Context: an optimization exercise on an open-source flow, tuned for small area, a short achievable clock period and few clock cycles. The choices shown serve that exercise and are no tape-out recipe.
Only simulation tests tie the RTL to the original design; equivalence was not proved.

// fix_audio_ns
module fix_audio_ns(
	output reg ack,
	output reg overflow,
	output reg [15:0] tx_data,
	input [15:0] rx_data,
	input [51:0] conf,
	input req,
	input enable,
	input rstn, clk
);
reg [15:0] rx_r;
reg [51:0] cf;
always @(posedge clk) begin
	rx_r <= rx_data;
	cf <= conf;
end
wire [1:0] sel_hpf = cf[1:0];
wire [1:0] sel_lpf = cf[3:2];
wire [15:0] pnc = cf[19:4];
wire [15:0] vol = cf[35:20];
wire [15:0] in_vol = cf[51:36];
wire hen = |sel_hpf;
wire len = |sel_lpf;
wire ken = |pnc;
wire vol_en = vol != 16'd1024;
wire iv_en = in_vol != 16'd1024;
function [15:0] hcoef(input [1:0] i, input [1:0] s);
	case (i)
	2'd0: hcoef = s == 2'b11 ? 16'd732 : s == 2'b10 ? 16'd931 : 16'd1011;
	2'd1: hcoef = s == 2'b11 ? -16'd732 : s == 2'b10 ? -16'd931 : -16'd1011;
	default: hcoef = s == 2'b11 ? 16'd441 : s == 2'b10 ? 16'd838 : 16'd998;
	endcase
endfunction
function [15:0] lbcoef(input [2:0] i, input [1:0] s);
	case (i)
	3'd0, 3'd5: lbcoef = s == 2'b11 ? 16'd30 : s == 2'b10 ? 16'd54 : 16'd321;
	3'd1, 3'd4: lbcoef = s == 2'b11 ? -16'd55 : s == 2'b10 ? -16'd3 : 16'd1362;
	default: lbcoef = s == 2'b11 ? 16'd33 : s == 2'b10 ? 16'd56 : 16'd2518;
	endcase
endfunction
function [15:0] lacoef(input [2:0] i, input [1:0] s);
	case (i)
	3'd0: lacoef = s == 2'b11 ? -16'd3507 : s == 2'b10 ? -16'd2266 : 16'd2270;
	3'd1: lacoef = s == 2'b11 ? 16'd5000 : s == 2'b10 ? 16'd2479 : 16'd2647;
	3'd2: lacoef = s == 2'b11 ? -16'd3656 : s == 2'b10 ? -16'd1413 : 16'd1729;
	3'd3: lacoef = s == 2'b11 ? 16'd1366 : s == 2'b10 ? 16'd444 : 16'd631;
	default: lacoef = s == 2'b11 ? -16'd206 : s == 2'b10 ? -16'd53 : 16'd100;
	endcase
endfunction
function [15:0] mag(input [15:0] a);
	mag = a[15] ? ~a + 16'd1 : a;
endfunction
function [17:0] smul(input [31:0] p, input [15:0] a, input [15:0] b, input nega);
	smul = {|p[30:25], a[15] ^ b[15] ^ (nega & (a != 16'h8000)), p[25:10]};
endfunction
function [16:0] sacc(input [15:0] c, input [17:0] m);
  ...
For scale: about 450 flip-flops, roughly 90 I/O pins.
export LEC_CHECK = 0
export CAP_MARGIN = 40
export CORE_MARGIN = 2
export CORE_UTILIZATION = 40
export SLEW_MARGIN = 60
create_clock -name core_clock -period 90.0 [get_ports {clk}]
run.sh (not shown) runs the stock make flow with config.mk's settings and CLKGATE_MAP_FILE= SYNTH_SCRIPT=/design/flow/synth_recipe.tcl, a recipe that flattens the netlist after the stock synthesis.
The first run completed with no timing, DRC or antenna violations.
Testbench counts at the start, summed over its fixed seeds: cycles 34,560.
Edit:
--- a/flow/config.mk
+++ b/flow/config.mk
@@ -6,6 +6,6 @@
 export NUM_CORES = 4
 export LEC_CHECK = 0
-export CAP_MARGIN = 40
+export CAP_MARGIN = 20
 export CORE_MARGIN = 2
 export CORE_UTILIZATION = 40
-export SLEW_MARGIN = 60
+export SLEW_MARGIN = 20
Result: Register-to-register slack gets worse by 890 ps; hold slack gets worse by 13 ps.

========
Another version of the RTL of fix_audio_ns (not shown whole).
Size in the first run: ~4,900 cells after synthesis, roughly 90 I/O pins.
clock: 90.0 ns
lec_check: 0
cap_margin: 20
core_margin: 2
core_utilization: 40
slew_margin: 20
Testbench counts at the start, summed over its fixed seeds: cycles 33,600.
Next try:
==> flow/flow/run.sh (new file) <==
#!/bin/bash
# The standard layout (standard.sh), except that the library's delay cells
# (clkdlybuf*, dlygate*, dlymetal*) are not used, so the port buffers that
# the flow inserts are plain buffers. Everything else is the standard flow's config.mk.
set -e
cp standard.sh standard.sh.txt
cat >> config.mk <<'EOT'
export DONT_USE_CELLS += sky130_fd_sc_hd__clkdlybuf4s15_1 sky130_fd_sc_hd__clkdlybuf4s15_2 sky130_fd_sc_hd__clkdlybuf4s18_1 sky130_fd_sc_hd__clkdlybuf4s18_2 sky130_fd_sc_hd__clkdlybuf4s25_1 sky130_fd_sc_hd__clkdlybuf4s25_2 sky130_fd_sc_hd__clkdlybuf4s50_1 sky130_fd_sc_hd__clkdlybuf4s50_2 sky130_fd_sc_hd__dlygate4sd1_1 sky130_fd_sc_hd__dlygate4sd2_1 sky130_fd_sc_hd__dlygate4sd3_1 sky130_fd_sc_hd__dlymetal6s2s_1 sky130_fd_sc_hd__dlymetal6s4s_1 sky130_fd_sc_hd__dlymetal6s6s_1
EOT
bash standard.sh > standard.log 2>&1
==> flow/standard.sh (new file) <==
#!/bin/bash
# synth_recipe.tcl (not shown) runs the flow's synth.tcl, then flattens the netlist and writes it again
# the make line also repeats each setting of config.mk as NAME=value (left out here)
make -C /OpenROAD-flow-scripts/flow DESIGN_CONFIG=/design/flow/config.mk WORK_HOME=/design/flow/orfs CLKGATE_MAP_FILE= SYNTH_SCRIPT=/design/flow/synth_recipe.tcl "${@:-finish}"
--- a/flow/config.mk
+++ b/flow/config.mk
@@ -8 +8 @@
-export CAP_MARGIN = 20
+export CAP_MARGIN = 40
@@ -11 +11,2 @@
-export SLEW_MARGIN = 20
+export SLEW_MARGIN = 60
+export DONT_USE_CELLS += sky130_fd_sc_hd__clkdlybuf4s15_1 sky130_fd_sc_hd__clkdlybuf4s15_2 sky130_fd_sc_hd__clkdlybuf4s18_1 sky130_fd_sc_hd__clkdlybuf4s18_2 sky130_fd_sc_hd__clkdlybuf4s25_1 sky130_fd_sc_hd__clkdlybuf4s25_2 sky130_fd_sc_hd__clkdlybuf4s50_1 sky130_fd_sc_hd__clkdlybuf4s50_2 sky130_fd_sc_hd__dlygate4sd1_1 sky130_fd_sc_hd__dlygate4sd2_1 sky130_fd_sc_hd__dlygate4sd3_1 sky130_fd_sc_hd__dlymetal6s2s_1 sky130_fd_sc_hd__dlymetal6s4s_1 sky130_fd_sc_hd__dlymetal6s6s_1
removed: flow/run.sh
Wire length increases by 1.1%.
Area after synthesis hardly moves.
Worst hold slack barely changes.
Sequential cell count does not change.
Synthesized cell count is unchanged.
Non-clock buffer count increases by 38.
Setup slack improves by 0.40 ns.

==> port drivers added, routing unchanged <==
No port has a modelled driver above. Below, the same layouts with a new extraction and two added sets of constraints. Step 1 sets driving cells, clkbuf_16 on the clock port and buf_2 on the other inputs (assumed; they add their load-dependent delay and slew). Step 2, shift: input delay + t, output delay - t, t = (earliest + latest rising clock arrival at the registers) / 2. This alone moves slack from input paths to output paths. Three values: no drivers, after step 1, after step 2; two values: the first two.
| run | t, ns | slack for setup (ns) | worst register clock-pin slew, ns |
|---|---|---|---|
| the first run of note 1 | 0.728 | 70.239 / 70.164 / 69.705 | 0.07 / 0.07 |
| the second run of note 1 | 0.716 | 69.971 / 70.018 / 69.302 | 0.07 / 0.07 |
| the first run of note 2 | 0.701 | 69.590 / 69.628 / 68.928 | 0.07 / 0.07 |
| the second run of note 2 | 0.717 | 69.988 / 70.040 / 69.323 | 0.07 / 0.07 |
After both steps every run listed still meets setup and hold. The setup slack of the second run of note 1, which loses most, moves by +0.047 ns with the drivers and by -0.669 ns with both steps.
